Context: an optimization exercise on an open-source flow, tuned for small area. The choices shown serve that exercise and are no tape-out recipe.
In this exercise RTL edits were held to simulation tests only and were not proved equivalent to the original.

## flow/design.v (module list and top-level ports; edited modules follow where they fit)
// module apad0b1: 10 lines
// module apad1b1: 26 lines
// module apad2b1: 26 lines
// module apad3b1: 25 lines
// module apad4b1: 9 lines
// module apads2000_: 117 lines
// module apads4000_: 112 lines
// module apads4443: 117 lines
// module apads221: 117 lines
// module uns_apads2000_: 118 lines
// module uns_apads4443: 118 lines
// module apads9: 117 lines
// module apad_exact: 117 lines
// module apads4: 97 lines
// module uns_apads44433: 98 lines
// module uns_apads44: 98 lines
// module apads43: 97 lines
// module apads4444: 97 lines
// module apads42: 97 lines
// module apads443: 97 lines
// module apads44433: 97 lines
// module apads44: 97 lines
// module apads44444: 97 lines
// module apads442: 97 lines
// module apads444433: 97 lines
// module apads444: 97 lines
// module uns_apads444: 98 lines
// module uns_apads444433: 98 lines
// module apads99: 101 lines
// module apads999: 93 lines
// module apads9999: 85 lines
// module apads99999: 76 lines
// module apads99933: 76 lines
// module apads993: 83 lines
// module apads9993: 76 lines
// module DCT_app: 54 lines
// module DCT2_app: 58 lines
// module dct_ram: 115 lines
// module dct_top: 33 lines
module dct_top(
	 input [7:0]x0,
	 input [7:0]x1,
	 input [7:0]x2,
	 input [7:0]x3,
	 input [7:0]x4,
	 input [7:0]x5,
	 input [7:0]x6,
	 input [7:0]x7,
	 input en,
	 input clk,
	 input rst,
	 output [13:0]y0,
	 output [13:0]y1,
	 output [13:0]y2,
	 output [13:0]y3,
	 output [13:0]y4,
	 output [13:0]y5,
	 output [13:0]y6,
	 output [13:0]y7 
    );
  // ...
==> flow/run.sh <==
#!/bin/bash
# synth_recipe.tcl (not shown) runs the flow's synth.tcl, then flattens the netlist and writes it again
# the make line also repeats each setting of config.mk as NAME=value (left out here)
make -C /OpenROAD-flow-scripts/flow DESIGN_CONFIG=/design/flow/config.mk WORK_HOME=/design/flow/orfs CLKGATE_MAP_FILE= SYNTH_SCRIPT=/design/flow/synth_recipe.tcl finish
==> flow/config.mk <==
export PLATFORM = sky130hd
export DESIGN_NAME = dct_top
export DESIGN_NICKNAME = dct_top
export VERILOG_FILES = /design/flow/design.v
export SDC_FILE = /design/flow/constraint.sdc
export NUM_CORES = 4
export LEC_CHECK = 0
export CAP_MARGIN = 20
export CORE_MARGIN = 2
export CORE_UTILIZATION = 40
export SLEW_MARGIN = 20
==> flow/constraint.sdc <==
create_clock -name core_clock -period 12.0 [get_ports {clk}]
set_input_delay 2.4000 -clock core_clock [delete_from_list [all_inputs] [get_ports {clk}]]
set_output_delay 2.4000 -clock core_clock [all_outputs]
set_load 0.01 [all_outputs]
==> summary.txt, run 1 <==
routed vias - 20108
max-slew violations - 0
IO Pins - 179
mux contribution to synthesized area - 3.96%
# setup viols final - 0
routed vias/inst - 5.26
post-route ant nets - 0
Filler Cell Count - 7942
fin util - 46.0%
num rows - 111
commonest cells in the synthesized netlist - edfxtp_1 (776), inv_1 (311), fa_1 (253), nand2_1 (153), nor2_1 (130)
Crit path depth - 21
CP arrival - 9.05 ns
post-route minimum period - 11.45 ns
YS warnings - 12
Worst Hold Class - register to register
starting density of the core - 40.5%
Area after DPL - 0.0398 mm^2
antenna violations before repair - 7
largest family of logic cells by synthesized area - adder cells
setup ws final - 0.554 ns
Clock Latency Late Sink - 0.62 ns
CP Data Required Time - 9.60 ns
Cells after Synth - 2416
Final non-clock buffer share - 4.78%
status - complete, no violations
n_diodes - 2
hold_sp - addr[0]$_SDFF_PP0_
==> module DCT_app, before the edit <==
module DCT_app(
	 input [7:0]x0,
	 input [7:0]x1,
	 input [7:0]x2,
	 input [7:0]x3,
	 input [7:0]x4,
	 input [7:0]x5,
	 input [7:0]x6,
	 input [7:0]x7,
	 output signed [12:0]y0,
	 output signed [12:0]y1,
	 output signed [12:0]y2,
	 output signed [12:0]y3,
	 output signed [12:0]y4,
	 output signed [12:0]y5, 
	 output signed [12:0]y6,
	 output signed [12:0]y7
    );
	wire signed [12:0]w1[7:0];
	wire signed [12:0]w2[7:0];
	wire signed [12:0]w3[7:0];
apads44   add1({5'd0,x7},{5'd0,x0},1'b0,w1[0],);
apads44   add2({5'd0,x6},{5'd0,x1},1'b0,w1[1],);
apads44   add3({5'd0,x5},{5'd0,x2},1'b0,w1[2],);
apads44   add4({5'd0,x4},{5'd0,x3},1'b0,w1[3],);
apads44   add5({5'd0,x3},{5'd0,x4},1'b1,w1[4],);
apads44   add6({5'd0,x2},{5'd0,x5},1'b1,w1[5],);
apads44   add7({5'd0,x1},{5'd0,x6},1'b1,w1[6],);
apads44   add8({5'd0,x0},{5'd0,x7},1'b1,w1[7],);
apads44   add9( w1[0],w1[3],1'b0,w2[0],);
apads44   add10(w1[1],w1[2],1'b0,w2[1],);
apads44   add11(w1[1],w1[2],1'b1,w2[2],);
apads44   add12(w1[0],w1[3],1'b1,w2[3],);
 assign w2[4] = w1[4];
 assign w2[5] = w1[5];
apads44   add13(w1[6],w1[7],1'b0,w2[6],);
apads44   add14(w1[6],w1[7],1'b1,w2[7],);
apads44   add15(w2[0],w2[1],1'b0,w3[0],);
apads44	add16(w2[0],w2[1],1'b1,w3[1],);
	assign w3[2] = w2[2];
	assign w3[3] = w2[3];
	assign w3[4] = w2[4];
	assign w3[5] = w2[5];
	assign w3[6] = w2[6];
	assign w3[7] = w2[7];
	assign y0 = w3[0];
	assign y1 = w3[6];
	assign y2 = w3[3];
	assign y3 = w3[5];
	assign y4 = w3[1];
	assign y5 = w3[4];
	assign y6 = -w3[7];
	assign y7 = -w3[2];
endmodule
==> module DCT2_app, before the edit <==
module DCT2_app(
	 input [12:0]x0,
	 input [12:0]x1,
	 input [12:0]x2,
	 input [12:0]x3,
	 input [12:0]x4,
	 input [12:0]x5,
	 input [12:0]x6,
	 input [12:0]x7, 
	 input [2:0]addr,
	 output signed [13:0]y0,
	 output signed [13:0]y1,
	 output signed [13:0]y2,
	 output signed [13:0]y3,
	 output signed [13:0]y4,
	 output signed [13:0]y5,
	 output signed [13:0]y6,
	 output signed [13:0]y7
    );
	wire signed [12:0]w1[7:0];
	wire signed [12:0]w2[7:0];
	wire signed [13:0]w3[7:0];
	(*KEEP="TRUE"*)wire [13:0]w3u[1:0];
	uns_apads44 addu15(w2[0],w2[1],1'b0,w3u[0][12:0],w3u[0][13]);
	uns_apads44 addu16(w2[0],w2[1],1'b1,w3u[1][12:0],w3u[1][13]);
apads44   add1(x7,x0,1'b0,w1[0],);
apads44   add2(x6,x1,1'b0,w1[1],);
apads44   add3(x5,x2,1'b0,w1[2],);
apads44   add4(x4,x3,1'b0,w1[3],);
apads44   add5(x3,x4,1'b1,w1[4],); 
apads44   add6(x2,x5,1'b1,w1[5],);
apads44   add7(x1,x6,1'b1,w1[6],);
apads44   add8(x0,x7,1'b1,w1[7],);
apads44   add9( w1[0],w1[3],1'b0,w2[0],);
apads44    add10(w1[1],w1[2],1'b0,w2[1],);
apads44      add11(w1[1],w1[2],1'b1,w2[2],);
apads44     add12(w1[0],w1[3],1'b1,w2[3],);
 assign w2[4] = w1[4];
 assign w2[5] = w1[5];
apads44     add13(w1[6],w1[7],1'b0,w2[6],);
apads44    add14(w1[6],w1[7],1'b1,w2[7],);
apads44   add15(w2[0],w2[1],1'b0,w3[0][12:0],w3[0][13]);
apads44   add16(w2[0],w2[1],1'b1,w3[1][12:0],w3[1][13]);
	assign w3[2] = {w2[2][12],w2[2]};
	assign w3[3] = {w2[3][12],w2[3]};
	assign w3[4] = {w2[4][12],w2[4]};
	assign w3[5] = {w2[5][12],w2[5]};
	assign w3[6] = {w2[6][12],w2[6]};
	assign w3[7] = {w2[7][12],w2[7]};
	assign y0 = (addr==8'b1) ? w3u[0] : w3[0];
	assign y1 = w3[6];
	assign y2 = w3[3];
	assign y3 = w3[5];
	assign y4 = (addr==8'b1) ? w3u[1] : w3[1];
	assign y5 = w3[4];
	assign y6 = -w3[7];
	assign y7 = -w3[2];
endmodule
==> module dct_ram, before the edit <==
module dct_ram(
	input [12:0]in0,
	input [12:0]in1,
	input [12:0]in2,
	input [12:0]in3,
	input [12:0]in4,
	input [12:0]in5,
	input [12:0]in6,
	input [12:0]in7, 
	input clk,
	input we,
	input [2:0]addr,
	output reg [12:0]out0,
	output reg [12:0]out1,
	output reg [12:0]out2,
	output reg [12:0]out3,
	output reg [12:0]out4,
	output reg [12:0]out5,
	output reg [12:0]out6,
	output reg [12:0]out7
    );
	 reg [12:0]r_0[7:0];
	 reg [12:0]r_1[7:0];
	 reg [12:0]r_2[7:0];
	 reg [12:0]r_3[7:0];
	 reg [12:0]r_4[7:0];
	 reg [12:0]r_5[7:0];
	 reg [12:0]r_6[7:0];
	 reg [12:0]r_7[7:0];
	 always@(posedge clk) 
	 begin
			case(addr)
				0: begin
					if(we) begin
					r_0[0] = in0; r_0[1] = in1; r_0[2] = in2; r_0[3] = in3; 
					r_0[4] = in4; r_0[5] = in5; r_0[6] = in6; r_0[7] = in7;
					end
					else begin
					out0 <= r_0[0]; out1 <= r_1[0]; out2 <= r_2[0]; out3 <= r_3[0];
					out4 <= r_4[0]; out5 <= r_5[0]; out6 <= r_6[0]; out7 <= r_7[0];
					end
				end
				1:begin
				  if(we) begin
					r_1[0] = in0; r_1[1] = in1; r_1[2] = in2; r_1[3] = in3; 
					r_1[4] = in4; r_1[5] = in5; r_1[6] = in6; r_1[7] = in7; 
					end
					else begin
					out0 <= r_0[1]; out1 <= r_1[1]; out2 <= r_2[1]; out3 <= r_3[1];
					out4 <= r_4[1]; out5 <= r_5[1]; out6 <= r_6[1]; out7 <= r_7[1];
					end
				end
				2:begin
					if(we) begin
					r_2[0] = in0; r_2[1] = in1; r_2[2] = in2; r_2[3] = in3; 
					r_2[4] = in4; r_2[5] = in5; r_2[6] = in6; r_2[7] = in7; 
					end
					else begin
					out0 <= r_0[2]; out1 <= r_1[2]; out2 <= r_2[2]; out3 <= r_3[2];
					out4 <= r_4[2]; out5 <= r_5[2]; out6 <= r_6[2]; out7 <= r_7[2];
					end
				end
				3:begin
					if(we) begin
					r_3[0] = in0; r_3[1] = in1; r_3[2] = in2; r_3[3] = in3; 
					r_3[4] = in4; r_3[5] = in5; r_3[6] = in6; r_3[7] = in7; 
					end
					else begin
					out0 <= r_0[3]; out1 <= r_1[3]; out2 <= r_2[3]; out3 <= r_3[3];
					out4 <= r_4[3]; out5 <= r_5[3]; out6 <= r_6[3]; out7 <= r_7[3];
					end
				end
				4:begin
					if(we) begin
					r_4[0] = in0; r_4[1] = in1; r_4[2] = in2; r_4[3] = in3; 
					r_4[4] = in4; r_4[5] = in5; r_4[6] = in6; r_4[7] = in7;
					end
					else begin
					out0 <= r_0[4]; out1 <= r_1[4]; out2 <= r_2[4]; out3 <= r_3[4];
					out4 <= r_4[4]; out5 <= r_5[4]; out6 <= r_6[4]; out7 <= r_7[4];
					end
				end
				5:begin
					if(we) begin
					r_5[0] = in0; r_5[1] = in1; r_5[2] = in2; r_5[3] = in3; 
					r_5[4] = in4; r_5[5] = in5; r_5[6] = in6; r_5[7] = in7;
					end
					else begin
					out0 <= r_0[5]; out1 <= r_1[5]; out2 <= r_2[5]; out3 <= r_3[5];
					out4 <= r_4[5]; out5 <= r_5[5]; out6 <= r_6[5]; out7 <= r_7[5];
					end
				end
				6:begin
					if(we) begin
					r_6[0] = in0; r_6[1] = in1; r_6[2] = in2; r_6[3] = in3; 
					r_6[4] = in4; r_6[5] = in5; r_6[6] = in6; r_6[7] = in7; 
					end
					else begin
					out0 <= r_0[6]; out1 <= r_1[6]; out2 <= r_2[6]; out3 <= r_3[6];
					out4 <= r_4[6]; out5 <= r_5[6]; out6 <= r_6[6]; out7 <= r_7[6];
					end
				end
				7:begin
					if(we) begin
					r_7[0] = in0; r_7[1] = in1; r_7[2] = in2; r_7[3] = in3; 
					r_7[4] = in4; r_7[5] = in5; r_7[6] = in6; r_7[7] = in7; 
					end
					else begin
					out0 <= r_0[7]; out1 <= r_1[7]; out2 <= r_2[7]; out3 <= r_3[7];
					out4 <= r_4[7]; out5 <= r_5[7]; out6 <= r_6[7]; out7 <= r_7[7];
					end
				end
			endcase
	 end
endmodule
==> module dct_top, before the edit <==
module dct_top(
	 input [7:0]x0,
	 input [7:0]x1,
	 input [7:0]x2,
	 input [7:0]x3,
	 input [7:0]x4,
	 input [7:0]x5,
	 input [7:0]x6,
	 input [7:0]x7,
	 input en,
	 input clk,
	 input rst,
	 output [13:0]y0,
	 output [13:0]y1,
	 output [13:0]y2,
	 output [13:0]y3,
	 output [13:0]y4,
	 output [13:0]y5,
	 output [13:0]y6,
	 output [13:0]y7 
    );
	reg [2:0]addr;
	wire [12:0]w_0[7:0];
	wire [12:0]w_1[7:0];
	DCT_app dct1(x0,x1,x2,x3,x4,x5,x6,x7,w_0[0],w_0[1],w_0[2],w_0[3],w_0[4],w_0[5],w_0[6],w_0[7]);
	dct_ram dctRAM(w_0[0],w_0[1],w_0[2],w_0[3],w_0[4],w_0[5],w_0[6],w_0[7],clk,en,addr,
						w_1[0],w_1[1],w_1[2],w_1[3],w_1[4],w_1[5],w_1[6],w_1[7]);
	DCT2_app dct2(w_1[0],w_1[1],w_1[2],w_1[3],w_1[4],w_1[5],w_1[6],w_1[7],addr,y0,y1,y2,y3,y4,y5,y6,y7);
	always@(posedge clk) begin
		if (rst) addr <= 3'd0;
		else addr <= addr+1;
	end
endmodule
==> inputs of run 2 (changes only) <==
==> flow/design.v (replaced) <==
`timescale 1ns / 1ps
module apadd #(parameter W = 13, parameter SUB = 0) (
    input  [W-1:0] A,
    input  [W-1:0] B,
    output [W-1:0] S,
    output C
);
    wire [W-1:0] Bp = SUB ? ~B : B;
    wire [W:2] c;
    assign c[2] = A[1];
    assign S[1:0] = Bp[1:0];
    genvar i;
    generate for (i = 2; i < W; i = i + 1) begin : g
        assign S[i] = A[i] ^ Bp[i] ^ c[i];
        assign c[i+1] = (A[i] & Bp[i]) | (A[i] & c[i]) | (Bp[i] & c[i]);
    end endgenerate
    assign C = c[W];
endmodule
module negw #(parameter W = 8) (
    input  [W-1:0] A,
    output [W-1:0] Y
);
    wire [W:0] c;
    assign c[0] = 1'b1;
    genvar i;
    generate for (i = 0; i < W; i = i + 1) begin : g
        assign Y[i] = ~A[i] ^ c[i];
        assign c[i+1] = ~A[i] & c[i];
    end endgenerate
endmodule
`timescale 1ns / 1ps
module DCT_app(
    input [7:0] x0, input [7:0] x1, input [7:0] x2, input [7:0] x3,
    input [7:0] x4, input [7:0] x5, input [7:0] x6, input [7:0] x7,
    output [74:0] row
);
  wire [8:0] a1_0;
  apadd #(.W(9), .SUB(0)) u_a1_0 (.A({{1{1'b0}}, x7}), .B({{1{1'b0}}, x0}), .S(a1_0), .C());
  wire [8:0] a1_1;
  apadd #(.W(9), .SUB(0)) u_a1_1 (.A({{1{1'b0}}, x6}), .B({{1{1'b0}}, x1}), .S(a1_1), .C());
  wire [8:0] a1_2;
  apadd #(.W(9), .SUB(0)) u_a1_2 (.A({{1{1'b0}}, x5}), .B({{1{1'b0}}, x2}), .S(a1_2), .C());
  wire [8:0] a1_3;
  apadd #(.W(9), .SUB(0)) u_a1_3 (.A({{1{1'b0}}, x4}), .B({{1{1'b0}}, x3}), .S(a1_3), .C());
  wire [8:0] a1_4;
  apadd #(.W(9), .SUB(1)) u_a1_4 (.A({{1{1'b0}}, x3}), .B({{1{1'b0}}, x4}), .S(a1_4), .C());
  wire [8:0] a1_5;
  apadd #(.W(9), .SUB(1)) u_a1_5 (.A({{1{1'b0}}, x2}), .B({{1{1'b0}}, x5}), .S(a1_5), .C());
  wire [8:0] a1_6;
  apadd #(.W(9), .SUB(1)) u_a1_6 (.A({{1{1'b0}}, x1}), .B({{1{1'b0}}, x6}), .S(a1_6), .C());
  wire [8:0] a1_7;
  apadd #(.W(9), .SUB(1)) u_a1_7 (.A({{1{1'b0}}, x0}), .B({{1{1'b0}}, x7}), .S(a1_7), .C());
  wire [9:0] a2_0;
  apadd #(.W(10), .SUB(0)) u_a2_0 (.A({{1{1'b0}}, a1_0}), .B({{1{1'b0}}, a1_3}), .S(a2_0), .C());
  wire [9:0] a2_1;
  apadd #(.W(10), .SUB(0)) u_a2_1 (.A({{1{1'b0}}, a1_1}), .B({{1{1'b0}}, a1_2}), .S(a2_1), .C());
  wire [9:0] a2_2;
  apadd #(.W(10), .SUB(1)) u_a2_2 (.A({{1{1'b0}}, a1_1}), .B({{1{1'b0}}, a1_2}), .S(a2_2), .C());
  wire [9:0] a2_3;
  apadd #(.W(10), .SUB(1)) u_a2_3 (.A({{1{1'b0}}, a1_0}), .B({{1{1'b0}}, a1_3}), .S(a2_3), .C());
  wire [9:0] a2_6;
  apadd #(.W(10), .SUB(0)) u_a2_6 (.A({{1{a1_6[8]}}, a1_6}), .B({{1{a1_7[8]}}, a1_7}), .S(a2_6), .C());
  wire [9:0] a2_7;
  apadd #(.W(10), .SUB(1)) u_a2_7 (.A({{1{a1_6[8]}}, a1_6}), .B({{1{a1_7[8]}}, a1_7}), .S(a2_7), .C());
  wire [10:0] a3_0;
  apadd #(.W(11), .SUB(0)) u_a3_0 (.A({{1{1'b0}}, a2_0}), .B({{1{1'b0}}, a2_1}), .S(a3_0), .C());
  wire [10:0] a3_1;
  apadd #(.W(11), .SUB(1)) u_a3_1 (.A({{1{1'b0}}, a2_0}), .B({{1{1'b0}}, a2_1}), .S(a3_1), .C());
  wire [10:0] n_7;
  negw #(.W(11)) u_n_7 (.A({{1{a2_7[9]}}, a2_7}), .Y(n_7));
  wire [10:0] n_2;
  negw #(.W(11)) u_n_2 (.A({{1{a2_2[9]}}, a2_2}), .Y(n_2));
  assign row = {n_2[10:2], n_7[10:2], a1_4[8:0], a3_1[10:3], a1_5[8:0], a2_3[9:0], a2_6[9:0], a3_0[10:0]};
endmodule
`timescale 1ns / 1ps
module DCT2_app(
    input [11:0] x0, input [11:0] x1, input [11:0] x2, input [11:0] x3,
    input [11:0] x4, input [11:0] x5, input [11:0] x6, input [11:0] x7,
    input col0,
    output [13:0] y0, output [13:0] y1, output [13:0] y2, output [13:0] y3,
    output [13:0] y4, output [13:0] y5, output [13:0] y6, output [13:0] y7
);
  wire [12:0] a1_0;
  apadd #(.W(13), .SUB(0)) u_a1_0 (.A({{1{x7[11]}}, x7}), .B({{1{x0[11]}}, x0}), .S(a1_0), .C());
  wire [12:0] a1_1;
  apadd #(.W(13), .SUB(0)) u_a1_1 (.A({{1{x6[11]}}, x6}), .B({{1{x1[11]}}, x1}), .S(a1_1), .C());
  wire [12:0] a1_2;
  apadd #(.W(13), .SUB(0)) u_a1_2 (.A({{1{x5[11]}}, x5}), .B({{1{x2[11]}}, x2}), .S(a1_2), .C());
  wire [12:0] a1_3;
  apadd #(.W(13), .SUB(0)) u_a1_3 (.A({{1{x4[11]}}, x4}), .B({{1{x3[11]}}, x3}), .S(a1_3), .C());
  wire [11:0] a1_4;
  apadd #(.W(12), .SUB(1)) u_a1_4 (.A(x3), .B(x4), .S(a1_4), .C());
  wire [11:0] a1_5;
  apadd #(.W(12), .SUB(1)) u_a1_5 (.A(x2), .B(x5), .S(a1_5), .C());
  wire [11:0] a1_6;
  apadd #(.W(12), .SUB(1)) u_a1_6 (.A(x1), .B(x6), .S(a1_6), .C());
  wire [11:0] a1_7;
  apadd #(.W(12), .SUB(1)) u_a1_7 (.A(x0), .B(x7), .S(a1_7), .C());
  wire [12:0] a2_0;
  apadd #(.W(13), .SUB(0)) u_a2_0 (.A(a1_0), .B(a1_3), .S(a2_0), .C());
  wire [12:0] a2_1;
  apadd #(.W(13), .SUB(0)) u_a2_1 (.A(a1_1), .B(a1_2), .S(a2_1), .C());
  wire [12:0] a2_2;
  apadd #(.W(13), .SUB(1)) u_a2_2 (.A(a1_1), .B(a1_2), .S(a2_2), .C());
  wire [12:0] a2_3;
  apadd #(.W(13), .SUB(1)) u_a2_3 (.A(a1_0), .B(a1_3), .S(a2_3), .C());
  wire [12:0] a2_6;
  apadd #(.W(13), .SUB(0)) u_a2_6 (.A({{1{a1_6[11]}}, a1_6}), .B({{1{a1_7[11]}}, a1_7}), .S(a2_6), .C());
  wire [12:0] a2_7;
  apadd #(.W(13), .SUB(1)) u_a2_7 (.A({{1{a1_6[11]}}, a1_6}), .B({{1{a1_7[11]}}, a1_7}), .S(a2_7), .C());
  wire [12:0] p0 = a2_0;
  wire [12:0] p1 = a2_1;
  wire [12:0] s0, s1; wire k0, k1;
  apadd #(.W(13), .SUB(0)) u_s0 (.A(p0), .B(p1), .S(s0), .C(k0));
  apadd #(.W(13), .SUB(1)) u_s1 (.A(p0), .B(p1), .S(s1), .C(k1));
  wire [13:0] n_7;
  negw #(.W(14)) u_n_7 (.A({{1{a2_7[12]}}, a2_7}), .Y(n_7));
  wire [13:0] n_2;
  negw #(.W(14)) u_n_2 (.A({{1{a2_2[12]}}, a2_2}), .Y(n_2));
  assign y0 = {col0 ? k0 : (p0[12] ^ p1[12] ^ k0), s0};
  assign y4 = {col0 ? (k1 ^ (p1 != 13'd0)) : (p0[12] ^ ~p1[12] ^ k1), s1};
  assign y1 = {{1{a2_6[12]}}, a2_6};
  assign y2 = {{1{a2_3[12]}}, a2_3};
  assign y3 = {{2{a1_5[11]}}, a1_5};
  assign y5 = {{2{a1_4[11]}}, a1_4};
  assign y6 = n_7;
  assign y7 = n_2;
endmodule
`timescale 1ns / 1ps
module dct_ram(
    input clk,
    input we,
    input [74:0] din,
    input [7:0] col,
    output [11:0] c0, output [11:0] c1, output [11:0] c2, output [11:0] c3,
    output [11:0] c4, output [11:0] c5, output [11:0] c6, output [11:0] c7
);
  reg [74:0] st0, st1, st2, st3, st4, st5, st6, st7;
  always @(posedge clk) begin
    st0 <= we ? din : st7;
    st1 <= st0;
    st2 <= st1;
    st3 <= st2;
    st4 <= st3;
    st5 <= st4;
    st6 <= st5;
    st7 <= st6;
  end
  assign c0 =
      ({12{col[0]}} & {1'b0, st0[10], st0[9], st0[8], st0[7], st0[6], st0[5], st0[4], st0[3], st0[2], st0[1], st0[0]})
    | ({12{col[1]}} & {st1[20], st1[20], st1[20], st1[19], st1[18], st1[17], st1[16], st1[15], st1[14], st1[13], st1[12], st1[11]})
    | ({12{col[2]}} & {st2[30], st2[30], st2[30], st2[29], st2[28], st2[27], st2[26], st2[25], st2[24], st2[23], st2[22], st2[21]})
    | ({12{col[3]}} & {st3[39], st3[39], st3[39], st3[39], st3[38], st3[37], st3[36], st3[35], st3[34], st3[33], st3[32], st3[31]})
    | ({12{col[4]}} & {st4[47], st4[47], st4[46], st4[45], st4[44], st4[43], st4[42], st4[41], st4[40], ~st4[2], ~st4[1], ~st4[0]})
    | ({12{col[5]}} & {st5[56], st5[56], st5[56], st5[56], st5[55], st5[54], st5[53], st5[52], st5[51], st5[50], st5[49], st5[48]})
    | ({12{col[6]}} & {st6[65], st6[65], st6[64], st6[63], st6[62], st6[61], st6[60], st6[59], st6[58], st6[57], (st6[12] ^ st6[11]), ~st6[11]})
    | ({12{col[7]}} & {st7[74], st7[74], st7[73], st7[72], st7[71], st7[70], st7[69], st7[68], st7[67], st7[66], (st7[1] ^ st7[0]), ~st7[0]});
  assign c1 =
      ({12{col[0]}} & {1'b0, st7[10], st7[9], st7[8], st7[7], st7[6], st7[5], st7[4], st7[3], st7[2], st7[1], st7[0]})
    | ({12{col[1]}} & {st0[20], st0[20], st0[20], st0[19], st0[18], st0[17], st0[16], st0[15], st0[14], st0[13], st0[12], st0[11]})
    | ({12{col[2]}} & {st1[30], st1[30], st1[30], st1[29], st1[28], st1[27], st1[26], st1[25], st1[24], st1[23], st1[22], st1[21]})
    | ({12{col[3]}} & {st2[39], st2[39], st2[39], st2[39], st2[38], st2[37], st2[36], st2[35], st2[34], st2[33], st2[32], st2[31]})
    | ({12{col[4]}} & {st3[47], st3[47], st3[46], st3[45], st3[44], st3[43], st3[42], st3[41], st3[40], ~st3[2], ~st3[1], ~st3[0]})
    | ({12{col[5]}} & {st4[56], st4[56], st4[56], st4[56], st4[55], st4[54], st4[53], st4[52], st4[51], st4[50], st4[49], st4[48]})
    | ({12{col[6]}} & {st5[65], st5[65], st5[64], st5[63], st5[62], st5[61], st5[60], st5[59], st5[58], st5[57], (st5[12] ^ st5[11]), ~st5[11]})
    | ({12{col[7]}} & {st6[74], st6[74], st6[73], st6[72], st6[71], st6[70], st6[69], st6[68], st6[67], st6[66], (st6[1] ^ st6[0]), ~st6[0]});
  assign c2 =
      ({12{col[0]}} & {1'b0, st6[10], st6[9], st6[8], st6[7], st6[6], st6[5], st6[4], st6[3], st6[2], st6[1], st6[0]})
    | ({12{col[1]}} & {st7[20], st7[20], st7[20], st7[19], st7[18], st7[17], st7[16], st7[15], st7[14], st7[13], st7[12], st7[11]})
    | ({12{col[2]}} & {st0[30], st0[30], st0[30], st0[29], st0[28], st0[27], st0[26], st0[25], st0[24], st0[23], st0[22], st0[21]})
    | ({12{col[3]}} & {st1[39], st1[39], st1[39], st1[39], st1[38], st1[37], st1[36], st1[35], st1[34], st1[33], st1[32], st1[31]})
    | ({12{col[4]}} & {st2[47], st2[47], st2[46], st2[45], st2[44], st2[43], st2[42], st2[41], st2[40], ~st2[2], ~st2[1], ~st2[0]})
    | ({12{col[5]}} & {st3[56], st3[56], st3[56], st3[56], st3[55], st3[54], st3[53], st3[52], st3[51], st3[50], st3[49], st3[48]})
    | ({12{col[6]}} & {st4[65], st4[65], st4[64], st4[63], st4[62], st4[61], st4[60], st4[59], st4[58], st4[57], (st4[12] ^ st4[11]), ~st4[11]})
    | ({12{col[7]}} & {st5[74], st5[74], st5[73], st5[72], st5[71], st5[70], st5[69], st5[68], st5[67], st5[66], (st5[1] ^ st5[0]), ~st5[0]});
  assign c3 =
      ({12{col[0]}} & {1'b0, st5[10], st5[9], st5[8], st5[7], st5[6], st5[5], st5[4], st5[3], st5[2], st5[1], st5[0]})
    | ({12{col[1]}} & {st6[20], st6[20], st6[20], st6[19], st6[18], st6[17], st6[16], st6[15], st6[14], st6[13], st6[12], st6[11]})
    | ({12{col[2]}} & {st7[30], st7[30], st7[30], st7[29], st7[28], st7[27], st7[26], st7[25], st7[24], st7[23], st7[22], st7[21]})
    | ({12{col[3]}} & {st0[39], st0[39], st0[39], st0[39], st0[38], st0[37], st0[36], st0[35], st0[34], st0[33], st0[32], st0[31]})
    | ({12{col[4]}} & {st1[47], st1[47], st1[46], st1[45], st1[44], st1[43], st1[42], st1[41], st1[40], ~st1[2], ~st1[1], ~st1[0]})
    | ({12{col[5]}} & {st2[56], st2[56], st2[56], st2[56], st2[55], st2[54], st2[53], st2[52], st2[51], st2[50], st2[49], st2[48]})
    | ({12{col[6]}} & {st3[65], st3[65], st3[64], st3[63], st3[62], st3[61], st3[60], st3[59], st3[58], st3[57], (st3[12] ^ st3[11]), ~st3[11]})
    | ({12{col[7]}} & {st4[74], st4[74], st4[73], st4[72], st4[71], st4[70], st4[69], st4[68], st4[67], st4[66], (st4[1] ^ st4[0]), ~st4[0]});
  assign c4 =
      ({12{col[0]}} & {1'b0, st4[10], st4[9], st4[8], st4[7], st4[6], st4[5], st4[4], st4[3], st4[2], st4[1], st4[0]})
    | ({12{col[1]}} & {st5[20], st5[20], st5[20], st5[19], st5[18], st5[17], st5[16], st5[15], st5[14], st5[13], st5[12], st5[11]})
    | ({12{col[2]}} & {st6[30], st6[30], st6[30], st6[29], st6[28], st6[27], st6[26], st6[25], st6[24], st6[23], st6[22], st6[21]})
    | ({12{col[3]}} & {st7[39], st7[39], st7[39], st7[39], st7[38], st7[37], st7[36], st7[35], st7[34], st7[33], st7[32], st7[31]})
    | ({12{col[4]}} & {st0[47], st0[47], st0[46], st0[45], st0[44], st0[43], st0[42], st0[41], st0[40], ~st0[2], ~st0[1], ~st0[0]})
    | ({12{col[5]}} & {st1[56], st1[56], st1[56], st1[56], st1[55], st1[54], st1[53], st1[52], st1[51], st1[50], st1[49], st1[48]})
    | ({12{col[6]}} & {st2[65], st2[65], st2[64], st2[63], st2[62], st2[61], st2[60], st2[59], st2[58], st2[57], (st2[12] ^ st2[11]), ~st2[11]})
    | ({12{col[7]}} & {st3[74], st3[74], st3[73], st3[72], st3[71], st3[70], st3[69], st3[68], st3[67], st3[66], (st3[1] ^ st3[0]), ~st3[0]});
  assign c5 =
      ({12{col[0]}} & {1'b0, st3[10], st3[9], st3[8], st3[7], st3[6], st3[5], st3[4], st3[3], st3[2], st3[1], st3[0]})
    | ({12{col[1]}} & {st4[20], st4[20], st4[20], st4[19], st4[18], st4[17], st4[16], st4[15], st4[14], st4[13], st4[12], st4[11]})
    | ({12{col[2]}} & {st5[30], st5[30], st5[30], st5[29], st5[28], st5[27], st5[26], st5[25], st5[24], st5[23], st5[22], st5[21]})
    | ({12{col[3]}} & {st6[39], st6[39], st6[39], st6[39], st6[38], st6[37], st6[36], st6[35], st6[34], st6[33], st6[32], st6[31]})
    | ({12{col[4]}} & {st7[47], st7[47], st7[46], st7[45], st7[44], st7[43], st7[42], st7[41], st7[40], ~st7[2], ~st7[1], ~st7[0]})
    | ({12{col[5]}} & {st0[56], st0[56], st0[56], st0[56], st0[55], st0[54], st0[53], st0[52], st0[51], st0[50], st0[49], st0[48]})
    | ({12{col[6]}} & {st1[65], st1[65], st1[64], st1[63], st1[62], st1[61], st1[60], st1[59], st1[58], st1[57], (st1[12] ^ st1[11]), ~st1[11]})
    | ({12{col[7]}} & {st2[74], st2[74], st2[73], st2[72], st2[71], st2[70], st2[69], st2[68], st2[67], st2[66], (st2[1] ^ st2[0]), ~st2[0]});
  assign c6 =
      ({12{col[0]}} & {1'b0, st2[10], st2[9], st2[8], st2[7], st2[6], st2[5], st2[4], st2[3], st2[2], st2[1], st2[0]})
    | ({12{col[1]}} & {st3[20], st3[20], st3[20], st3[19], st3[18], st3[17], st3[16], st3[15], st3[14], st3[13], st3[12], st3[11]})
    | ({12{col[2]}} & {st4[30], st4[30], st4[30], st4[29], st4[28], st4[27], st4[26], st4[25], st4[24], st4[23], st4[22], st4[21]})
    | ({12{col[3]}} & {st5[39], st5[39], st5[39], st5[39], st5[38], st5[37], st5[36], st5[35], st5[34], st5[33], st5[32], st5[31]})
    | ({12{col[4]}} & {st6[47], st6[47], st6[46], st6[45], st6[44], st6[43], st6[42], st6[41], st6[40], ~st6[2], ~st6[1], ~st6[0]})
    | ({12{col[5]}} & {st7[56], st7[56], st7[56], st7[56], st7[55], st7[54], st7[53], st7[52], st7[51], st7[50], st7[49], st7[48]})
    | ({12{col[6]}} & {st0[65], st0[65], st0[64], st0[63], st0[62], st0[61], st0[60], st0[59], st0[58], st0[57], (st0[12] ^ st0[11]), ~st0[11]})
    | ({12{col[7]}} & {st1[74], st1[74], st1[73], st1[72], st1[71], st1[70], st1[69], st1[68], st1[67], st1[66], (st1[1] ^ st1[0]), ~st1[0]});
  assign c7 =
      ({12{col[0]}} & {1'b0, st1[10], st1[9], st1[8], st1[7], st1[6], st1[5], st1[4], st1[3], st1[2], st1[1], st1[0]})
    | ({12{col[1]}} & {st2[20], st2[20], st2[20], st2[19], st2[18], st2[17], st2[16], st2[15], st2[14], st2[13], st2[12], st2[11]})
    | ({12{col[2]}} & {st3[30], st3[30], st3[30], st3[29], st3[28], st3[27], st3[26], st3[25], st3[24], st3[23], st3[22], st3[21]})
    | ({12{col[3]}} & {st4[39], st4[39], st4[39], st4[39], st4[38], st4[37], st4[36], st4[35], st4[34], st4[33], st4[32], st4[31]})
    | ({12{col[4]}} & {st5[47], st5[47], st5[46], st5[45], st5[44], st5[43], st5[42], st5[41], st5[40], ~st5[2], ~st5[1], ~st5[0]})
    | ({12{col[5]}} & {st6[56], st6[56], st6[56], st6[56], st6[55], st6[54], st6[53], st6[52], st6[51], st6[50], st6[49], st6[48]})
    | ({12{col[6]}} & {st7[65], st7[65], st7[64], st7[63], st7[62], st7[61], st7[60], st7[59], st7[58], st7[57], (st7[12] ^ st7[11]), ~st7[11]})
    | ({12{col[7]}} & {st0[74], st0[74], st0[73], st0[72], st0[71], st0[70], st0[69], st0[68], st0[67], st0[66], (st0[1] ^ st0[0]), ~st0[0]});
endmodule
`timescale 1ns / 1ps
module dct_top(
	 input [7:0]x0,
	 input [7:0]x1,
	 input [7:0]x2,
	 input [7:0]x3,
	 input [7:0]x4,
	 input [7:0]x5,
	 input [7:0]x6,
	 input [7:0]x7,
	 input en,
	 input clk,
	 input rst,
	 output [13:0]y0,
	 output [13:0]y1,
	 output [13:0]y2,
	 output [13:0]y3,
	 output [13:0]y4,
	 output [13:0]y5,
	 output [13:0]y6,
	 output [13:0]y7
    );
	reg [2:0]addr;
	wire [74:0] row;
	wire [11:0] c0, c1, c2, c3, c4, c5, c6, c7;
	wire [7:0] col;
	genvar i;
	generate for (i = 0; i < 8; i = i + 1) begin : g
		assign col[i] = (addr == ((i + 1) & 7));
	end endgenerate
	DCT_app dct1(x0,x1,x2,x3,x4,x5,x6,x7,row);
	dct_ram dctRAM(clk,en,row,col,c0,c1,c2,c3,c4,c5,c6,c7);
	DCT2_app dct2(c0,c1,c2,c3,c4,c5,c6,c7,col[0],y0,y1,y2,y3,y4,y5,y6,y7);
	always@(posedge clk) begin
		if (rst) addr <= 3'd0;
		else addr <= addr+1;
	end
endmodule
--- a/flow/config.mk
+++ b/flow/config.mk
@@ -8,4 +8,6 @@
 export CAP_MARGIN = 20
 export CORE_MARGIN = 2
 export CORE_UTILIZATION = 40
+export CTS_BUF_LIST = sky130_fd_sc_hd__clkbuf_8
+export CTS_CLUSTER_SIZE = 30
 export SLEW_MARGIN = 20
==> summary.txt, run 2 <==
status - complete, no violations
final cell count without fillers - 3044
hold buffers post-CTS - 0
largest family of logic cells by synthesized area - adder cells
post-synthesis adder-cell area fraction - 23.5%
sequential area share after synthesis - 49.2%
CP max-delay cell - a221oi_1
simple-gate portion of the synthesized area - 3.90%
antenna violations before repair - 1 (-6)
n_diodes - 0 (-2)
grt total ovfl - 0
post-route ant nets - 0 (unchanged)
largest net degree at the start of global routing - 89
full die area - 0.0633 mm^2
routed vias/inst - 5.13 (-2.6%)
Synth Area in XOR/XNOR - 1.89%
Worst Hold Class - register to register
Least-Margin Pin Slew - 1.09 ns
commonest cells in the synthesized netlist - dfxtp_1 (603), inv_1 (300), fa_1 (242), a222oi_1 (153), nand2_1 (115)
DR iter-0 viols - 1367
port bufs - 175
crit path max fanout - 30
hpwl dp - 48.6 mm
Post-synth EDFFs - 0
post-synth top area cell - dfxtp_1
1st-pass router iterations - 9
overall routing resource usage - 20.4%
placed cells - 2882
total core area - 0.0605 mm^2
highest clock rate - 86.2 MHz
Cells after Synth - 2012 (-17%)
area delta synth->final - 17.7%
compound-gate portion of the synthesized area - 11.3%
most frequent cells in the layout - dfxtp_1 (602), inv_1 (330), fa_1 (242)
Reg clk slew, reported paths - 0.06 ns
max-slew violations - 0 (unchanged)
Die Height - 252 um
clk_skew - 0.0309 ns
Yosys top cell area share - 49.2%
Total Routed Length - 64.1 mm
most frequent CP cell - fa_1
Post-Syn Area per Cell - 12.2 um^2
Final Cycle Share - 96.7%
num rows - 90 (-19%)
total CTS buffers - 88
CTS Buffer Depth - 3
Clock Latency Late Sink - 0.65 ns (+0.03 ns)
# setup viols final - 0 (unchanged)
Top delay family on crit path - adder cells
Syn Std Cell Area - 0.0245 mm^2
YS warnings - 2 (-10)
Num Clock Sinks - 603
critical path's largest stage delay - 0.68 ns
Critical Path Source Type - register
Crit. Startpoint - addr[0]$_SDFF_PP0_
async set-reset flop share out of synthesis - 0%
Yosys cell types - 55
Filler Cell Count - 5353 (-33%)
worst r2r src - addr[2]$_SDFF_PP0_
Synth Register Bits - 603
CP arrival - 9.21 ns (+0.16 ns)
Final Hold Viols - 0
WL/cell - 21.1 um
fin util - 47.7% (+1.8 points)
final net count - 2573
Mapped Nets - 2394
Crit. End Element - output port
Worst slew margin - 27.2%
Max Cap Violations - 0
vias in the first global route - 16839
DRC viols - 0
Buf+Inv Stages, Crit Path - 6
post-route minimum period - 11.61 ns (+0.159 ns)
routed vias - 15603 (-22%)
H-tree depth - 3
layout cells sized above 1 - 9.99%
root buffer cell - clkbuf_8
hold_sp - dctRAM.st5[48]$_DFF_P_
mux contribution to synthesized area - 3.94% (-0.023 points)
starting density of the core - 40.6% (+0.098 points)
IO Pins - 179 (unchanged)
commonest non-fill, non-tap cell in the layout - dfxtp_1
CP Data Required Time - 9.60 ns (about the same)
top cells by area, synth - dfxtp_1 (49%), fa_1 (20%), a222oi_1 (6.2%), inv_1 (4.6%), ha_1 (3.7%)
Synth Flop Type - dfxtp_1
last weighted congestion value of the routability-driven placer - 0.864
Die Width - 252 um
most frequent cell after synthesis - dfxtp_1
Crit Path Category - register to output port
CTS tree - yes
global-route wire length before repair - 98.6 mm
## run 2: area by class of cell
| cell class | count | area [um^2] | area share, % |
|---|---|---|---|
| clock buffers | 113 | 1560 | 5.39 |
| clock inverters | 48 | 274 | 0.949 |
| inverters | 301 | 1130 | 3.91 |
| multi-input cells | 1007 | 11000 | 38.0 |
| flip-flops and latches | 603 | 12100 | 41.8 |
| well taps | 782 | 978 | 3.39 |
| repair buffers | 190 | 1890 | 6.54 |
## run 2: what timing repair did
action / 4_1_cts / 5_1_grt
gates resized for setup: 0 / 1
setup buffers: 0 / 1
setup endpoints to repair: 0 / 3
## run 2: worst paths after layout
path	end	slack, ns	cells after the start
setup reg to reg	addr[2]$_SDFF_PP0_	10.55	3
hold / removal	dctRAM.st6[48]$_DFF_P_	0.32	0
setup / recovery	y0[13]	0.39	25
hold reg to reg	dctRAM.st6[48]$_DFF_P_	0.32	0
## run 2: worst register-to-register path, stage by stage (launching register included)
cell     delay, ns
dfxtp_2       0.69
inv_2         0.24
ha_2          0.37
nor2_1        0.04
## run 2: cell families after synthesis
kind of cell	after synthesis
mux	89
simple gates	221
flops	603
compound gates	328
buf+inv	402
fa+ha+maj	316
xor+xnor	53
## run 2: routing by layer
layer / vias up / global-route usage (%) / part of all wire (%)
met5: - / 0 / 0
met3: 93 / 2.53 / 3.5
met4: 0 / 6.80 / 3.1
li1: 7207 / - / -
met1: 7904 / 24.2 / 39
met2: 399 / 38.1 / 54
## run 2: through the flow
step | instance area [um^2] | worst slack [ns] | hold slack [ns] | TNS, ns
6_report | 28900 | 0.394 | 0.324 | 0
5_1_grt | 28900 | -0.00212 | 0.324 | -0.00212
4_1_cts | 28800 | 0.161 | 0.320 | 0
3_5_place_dp | 27000 | 0.879 | 0.312 | 0
3_3_place_gp | 27000 | 0.984 | 0.312 | 0
2_1_floorplan | 24500 | 1.75 | 0.310 | 0
==> inputs of run 3 (changes only) <==
--- a/flow/config.mk
+++ b/flow/config.mk
@@ -8,6 +8,4 @@
 export CAP_MARGIN = 20
 export CORE_MARGIN = 2
 export CORE_UTILIZATION = 40
-export CTS_BUF_LIST = sky130_fd_sc_hd__clkbuf_8
-export CTS_CLUSTER_SIZE = 30
 export SLEW_MARGIN = 20
==> summary.txt, run 3 <==
port bufs - 175 (unchanged)
top cells by area, synth - dfxtp_1 (49%), fa_1 (20%), a222oi_1 (6.2%), inv_1 (4.6%), ha_1 (3.7%)
DRC viols - 0 (unchanged)
clk_skew - 0.0106 ns (-0.0203 ns)
Place WS - 0.879 ns (unchanged)
TNS Setup - 0 ns (unchanged)
worst r2r src - addr[2]$_SDFF_PP0_
most frequent CP cell - fa_1
largest net degree at the start of global routing - 89 (unchanged)
Synth Register Bits - 603 (unchanged)
IO Pins - 179 (unchanged)
global-route wire length before repair - 96.9 mm (-1.7%)
Cells after Synth - 2012 (unchanged)
CP max-delay cell - a221oi_1
H-tree depth - 2 (-1)
routed vias/inst - 5.16 (+0.67%)
most frequent cell after synthesis - dfxtp_1
Top delay family on crit path - adder cells
Num Clock Sinks - 603 (unchanged)
starting density of the core - 40.6% (unchanged)
CTS Buffer Depth - 3 (unchanged)
Least-Margin Pin Slew - 1.08 ns (-0.00809 ns)
Reg clk slew, reported paths - 0.07 ns (about the same)
CP Data Required Time - 9.60 ns (about the same)
most frequent cells in the layout - dfxtp_1 (602), inv_1 (300), fa_1 (242)
final cell count without fillers - 2970 (-2.4%)
critical path's largest stage delay - 0.66 ns (-0.02 ns)
Mapped Nets - 2394 (unchanged)
max-slew violations - 0 (unchanged)
WL/cell - 21.3 um (+1.0%)
routed vias - 15326 (-1.8%)
CTS tree - yes
root buffer cell - clkbuf_16
Post-synth EDFFs - 0 (unchanged)
area delta synth->final - 16.9%
commonest cells in the synthesized netlist - dfxtp_1 (603), inv_1 (300), fa_1 (242), a222oi_1 (153), nand2_1 (115)
metal2 WL - 33.2 mm (-4.2%)
Die Height - 252 um (unchanged)
commonest non-fill, non-tap cell in the layout - dfxtp_1
1st-pass router iterations - 11 (+2)
full die area - 0.0633 mm^2 (unchanged)
DR iter-0 viols - 1420 (+3.9%)
Filler Cell Count - 5327 (-0.49%)
last weighted congestion value of the routability-driven placer - 0.864 (unchanged)
Synth Flop Type - dfxtp_1
Crit Path Category - register to output port
Syn Std Cell Area - 0.0245 mm^2 (unchanged)
Design Area, Final - 0.0287 mm^2 (-0.66%)
YS warnings - 2 (unchanged)
n_diodes - 0 (unchanged)
grt total ovfl - 0 (unchanged)
Worst slew margin - 27.7% (+0.54 points)
# setup viols final - 0 (unchanged)
Yosys top cell area share - 49.2% (unchanged)
post-route ant nets - 0 (unchanged)
Worst Hold Class - register to register
hpwl dp - 48.6 mm (unchanged)
Final Cycle Share - 96.2% (-0.56 points)
Crit. End Element - output port
Post-Syn Area per Cell - 12.2 um^2 (unchanged)
metal3 WL - 2.54 mm (+12%)
highest clock rate - 86.7 MHz (+0.58%)
overall routing resource usage - 20.1% (-0.35 points)
total core area - 0.0605 mm^2 (unchanged)
sequential area share after synthesis - 49.2% (unchanged)
crit path max fanout - 57 (+90%)
antenna violations before repair - 1 (unchanged)
placed cells - 2882 (unchanged)
vias in the first global route - 16409 (-2.6%)
Area after DPL - 0.0270 mm^2 (unchanged)
Critical Path Source Type - register
RSZ-0062 raised after global routing - no
post-synth top area cell - dfxtp_1
layout cells sized above 1 - 7.63% (-2.4 points)
Final Hold Viols - 0 (unchanged)
Yosys cell types - 55 (unchanged)
CP arrival - 9.14 ns (-0.07 ns)
total CTS buffers - 51 (-42%)
status - complete, no violations
post-route minimum period - 11.54 ns (-0.0667 ns)
num rows - 90 (unchanged)
final net count - 2535 (-1.5%)
Clock Latency Late Sink - 0.57 ns (-0.08 ns)
Crit. Startpoint - addr[0]$_SDFF_PP0_
setup ws final - 0.461 ns (+0.0667 ns)
Max Cap Violations - 0 (unchanged)
async set-reset flop share out of synthesis - 0% (unchanged)
Buf+Inv Stages, Crit Path - 5 (-1)
top layer in use - met4
Total Routed Length - 63.2 mm (-1.4%)
Die Width - 252 um (unchanged)
worst-path cell chain - inv_1 -> ha_4 -> a222oi_1 -> mux2i_1 -> a221oi_1 -> inv_1 -> fa_1 -> inv_1 -> fa_1 -> fa_1 -> fa_1 -> fa_1 -> fa_1 -> fa_1 -> fa_1 -> fa_1 -> fa_1 -> inv_1 -> ha_1 -> or3_1 -> o21a_1 -> a21oi_2 -> xnor2_1 -> clkdlybuf4s50_1
hold_sp - dctRAM.st5[48]$_DFF_P_
met1 WL - 24.7 mm (-2.0%)
## run 3: final timing paths
kind                                 end  slack (ns)  depth (start not counted)
setup / recovery                  y0[13]        0.46                         24
hold / removal    dctRAM.st6[48]$_DFF_P_        0.33                          0
setup reg to reg      addr[2]$_SDFF_PP0_       10.55                          3
hold reg to reg   dctRAM.st6[48]$_DFF_P_        0.33                          0
## run 3: routing by layer
| metal | GRT usage [%] | up-vias |
|---|---|---|
| li1 | - | 7100 |
| met1 | 23.9 | 7689 |
| met2 | 36.7 | 425 |
| met3 | 2.21 | 112 |
| met4 | 8.32 | 0 |
| met5 | 0 | - |
## run 3: cell type report
class,count,area (um^2),share of cell area [%]
Clock buffer,76,1490,5.21
Clock inverter,12,165,0.576
Inverter,301,1130,3.94
Multi-Input combinational cell,1007,11000,38.2
Sequential cell,603,12100,42.1
Tap cell,782,978,3.41
Timing Repair Buffer,189,1870,6.51
## run 3: worst register-to-register path, stage by stage, from the launching register on
cell,delay [ns]
dfxtp_2,0.70
inv_2,0.24
ha_2,0.37
nor2_1,0.04
## run 3: stage by stage
step                      util, %  hold slack (ns)
after floorplan                 -            0.310
after global placement       44.7            0.312
after detailed placement     44.7            0.312
after CTS                    47.4            0.326
after global routing         47.4            0.338
final                        47.4            0.325
## run 3: cell families (layout without fill, tap and decap cells)
logic type	Yosys count	after routing	share of synthesized area, %
flip-flops	603	603	49.2
buffers and inverters	402	578	6.26
AO/OA/AOI/OAI	328	328	11.3
adder cells (fa/ha/maj)	316	316	23.5
AND/OR/NAND/NOR	221	221	3.90
multiplexers	89	89	3.94
XOR/XNOR	53	53	1.89
## run 3: what timing repair did
item                       CTS  global route
hold buffers                 0             0
setup endpoints to repair    0             3
resized for setup            0             1
buffers inserted             0             0
==> inputs of run 4 (changes only) <==
--- a/flow/config.mk
+++ b/flow/config.mk
@@ -8,4 +8,6 @@
 export CAP_MARGIN = 20
 export CORE_MARGIN = 2
 export CORE_UTILIZATION = 40
+export CTS_BUF_LIST = sky130_fd_sc_hd__clkbuf_4
+export CTS_CLUSTER_SIZE = 20
 export SLEW_MARGIN = 20
==> summary.txt, run 4 <==
status - complete, no violations
DRC viols - 0 (unchanged)
root buffer cell - clkbuf_4
CTS tree - yes
hold buffers post-CTS - 0 (unchanged)
routed vias/inst - 5.10 (-1.1%)
hold worst-path end - dctRAM.st4[29]$_DFF_P_
Post-Syn Area per Cell - 12.2 um^2 (unchanged)
largest net degree at the start of global routing - 89 (unchanged)
Cells after Synth - 2012 (unchanged)
sequential area share after synthesis - 49.2% (unchanged)
most frequent cell after synthesis - dfxtp_1
Final Hold Viols - 0 (unchanged)
full die area - 0.0633 mm^2 (unchanged)
Worst Hold Class - register to register
Crit. End Element - output port
highest clock rate - 86.0 MHz (-0.74%)
Synth Register Bits - 603 (unchanged)
hpwl dp - 48.6 mm (unchanged)
final cell count without fillers - 3118 (+5.0%)
Worst slew margin - 27.5% (-0.26 points)
Clock Latency Late Sink - 0.86 ns (+0.29 ns)
worst r2r src - addr[2]$_SDFF_PP0_
Design Area, Final - 0.0289 mm^2 (+0.69%)
DR iter-0 viols - 1639 (+15%)
critical path's largest stage delay - 0.60 ns (-0.06 ns)
area delta synth->final - 17.7%
num rows - 90 (unchanged)
YS warnings - 2 (unchanged)
starting density of the core - 40.6% (unchanged)
post-synth top area cell - dfxtp_1
top cells by area, synth - dfxtp_1 (49%), fa_1 (20%), a222oi_1 (6.2%), inv_1 (4.6%), ha_1 (3.7%)
Top delay family on crit path - adder cells
post-route minimum period - 11.63 ns (+0.0863 ns)
Least-Margin Pin Slew - 1.09 ns (+0.00388 ns)
total core area - 0.0605 mm^2 (unchanged)
async set-reset flop share out of synthesis - 0% (unchanged)
most frequent CP cell - fa_1
grt total ovfl - 0 (unchanged)
overall routing resource usage - 20.6% (+0.57 points)
Total Routed Length - 65.0 mm (+2.8%)
last weighted congestion value of the routability-driven placer - 0.864 (unchanged)
WL/cell - 20.8 um (-2.1%)
CP Data Required Time - 9.60 ns (about the same)
Reg clk slew, reported paths - 0.09 ns (+0.02 ns)
Area after DPL - 0.0270 mm^2 (unchanged)
max-slew violations - 0 (unchanged)
clk_skew - 0.0755 ns (+0.0648 ns)
Critical Path Source Type - register
H-tree depth - 4 (+2)
worst-path cell chain - inv_1 -> ha_4 -> a222oi_1 -> mux2i_1 -> a221o_1 -> fa_1 -> inv_1 -> fa_1 -> fa_1 -> fa_1 -> fa_1 -> fa_1 -> fa_1 -> fa_1 -> fa_1 -> fa_1 -> fa_1 -> inv_1 -> ha_1 -> or3_1 -> o21a_1 -> a21oi_2 -> xnor2_1 -> clkdlybuf4s50_1
vias in the first global route - 17186 (+4.7%)
1st-pass router iterations - 9 (-2)
Yosys top cell area share - 49.2% (unchanged)
most frequent cells in the layout - dfxtp_1 (602), inv_1 (300), fa_1 (242)
IO Pins - 179 (unchanged)
port bufs - 175 (unchanged)
hold_sp - dctRAM.st3[29]$_DFF_P_
Synth Flop Type - dfxtp_1
Die Height - 252 um (unchanged)
Syn Std Cell Area - 0.0245 mm^2 (unchanged)
r2r endpoint - addr[2]$_SDFF_PP0_
antenna violations before repair - 2 (+1)
routed vias - 15917 (+3.9%)
Post-synth EDFFs - 0 (unchanged)
Filler Cell Count - 5385 (+1.1%)
Final Cycle Share - 96.9% (+0.72 points)
CTS Buffer Depth - 3 (unchanged)
# setup viols final - 0 (unchanged)
Crit. Startpoint - addr[0]$_SDFF_PP0_
total CTS buffers - 140 (+170%)
Worst Reg-to-Reg Cells - 3 (unchanged)
CP max-delay cell - fa_1
Num Clock Sinks - 603 (unchanged)
Mapped Nets - 2394 (unchanged)
hold depth - 0 (unchanged)
Max Cap Violations - 0 (unchanged)
commonest cells in the synthesized netlist - dfxtp_1 (603), inv_1 (300), fa_1 (242), a222oi_1 (153), nand2_1 (115)
crit path max fanout - 30 (-47%)
layout cells sized above 1 - 13.5% (+5.9 points)
flop2flop setup slack - 10.80 ns (+0.25 ns)
Die Width - 252 um (unchanged)
commonest non-fill, non-tap cell in the layout - dfxtp_1
CP arrival - 9.23 ns (+0.09 ns)
global-route wire length before repair - 99.5 mm (+2.8%)
post-route ant nets - 0 (unchanged)
placed cells - 2882 (unchanged)
Buf+Inv Stages, Crit Path - 4 (-1)
Yosys cell types - 55 (unchanged)
final net count - 2628 (+3.7%)
Crit Path Category - register to output port
==> run 4: cell counts after synthesis <==
Identical to the previous run, type by type.
==> run 4: per-stage QoR <==
stage               hold slack, ns  worst slack, ns  setup TNS (ns)  util [%]
floorplan                    0.310             1.75               0         -
global placement             0.312            0.984               0      44.7
detailed placement           0.312            0.879               0      44.7
CTS                          0.294           0.0673               0      47.5
global route                 0.291         -0.00921        -0.00921      47.7
finish                       0.291            0.375               0      47.7
==> run 4: routing by layer <==
| metal | GRT usage [%] | up-vias | wire length, um |
|---|---|---|---|
| met5 | 0 | - | 0 |
| met4 | 7.16 | 0 | 1940 |
| met3 | 3.49 | 98 | 3030 |
| met2 | 38.1 | 505 | 34800 |
| met1 | 24.1 | 7955 | 25200 |
| li1 | - | 7359 | - |
==> run 4: final cells by class <==
class	instances	area [um^2]	share of cell area (%)
Clock inverter	38	285	0.988
Tap cell	782	978	3.39
Timing Repair Buffer	193	1950	6.74
Inverter	301	1130	3.91
Sequential cell	603	12100	41.8
Antenna cell	1	2.50	0.00867
Clock buffer	193	1450	5.02
Multi-Input combinational cell	1007	11000	38.1
==> run 4: worst reg2reg max path: cells and delay by family, from the launching register on <==
family                     cells  cell delay [ns]
DFF                            1             0.56
adders and majority gates      1             0.30
buffers and inverters          1             0.21
and+or+nand+nor                1             0.03
==> run 4: worst max-delay path by stage <==
stage | slack (ns) | depth (start not counted) | end
2_1_floorplan | 1.75 | 26 | y0[13]
3_3_place_gp | 0.98 | 23 | y0[13]
3_5_place_dp | 0.88 | 23 | y0[13]
4_1_cts | 0.07 | 24 | y0[13]
5_1_grt | -0.009 | 24 | y0[13]
6_report | 0.37 | 24 | y0[13]
==> run 4: timing repair <==
item,in CTS,in global routing
buffers inserted,0,4
setup endpoints to repair,1,4
resized for setup,1,7
pin swaps,0,2
endpoints found under the hold margin,0,0
==> run 4: cell families (layout without fill, tap and decap cells) <==
group | after synthesis | after routing | share of synthesized area (%)
other cells | 0 | 1 | 0
xor+xnor | 53 | 53 | 1.89
mux | 89 | 89 | 3.94
compound gates | 328 | 328 | 11.3
flops | 603 | 603 | 49.2
fa+ha+maj | 316 | 316 | 23.5
simple gates | 221 | 221 | 3.90
buf+inv | 402 | 725 | 6.26

==> separate check: timing with driven ports <==
The results above use ideal ports. As a check the final layouts listed here were re-extracted and re-timed, cells and wires unchanged. Step 1: set_driving_cell puts a clkbuf_16 on clk and a buf_2 on each other input, an assumption about the parent block. Step 2 adds t to the input delays and takes it off the output delays; t is the mean of the earliest and latest rising clock arrival at the registers after step 1. Input paths then give back, and output paths get back, about the clock's delay inside the block. a / b / c = no drivers / after step 1 / after step 2; a / b = the first two.
| run | shift t [ns] | slack for setup (ns) | hold WS [ns] | latest minus earliest clock arrival (ns) |
|---|---|---|---|---|
| run 1 | 0.669 | 0.554 / 0.491 / 1.159 | 0.518 / 0.518 / 0.518 | 0.023 / 0.023 |
| run 2 | 0.689 | 0.394 / 0.340 / 1.029 | 0.324 / 0.324 / 0.324 | 0.036 / 0.036 |
| run 3 | 0.621 | 0.461 / 0.404 / 1.026 | 0.325 / 0.325 / 0.325 | 0.013 / 0.013 |
| run 4 | 0.875 | 0.375 / 0.316 / 1.191 | 0.291 / 0.291 / 0.291 | 0.083 / 0.084 |
After both steps setup and hold are still met in every run listed.
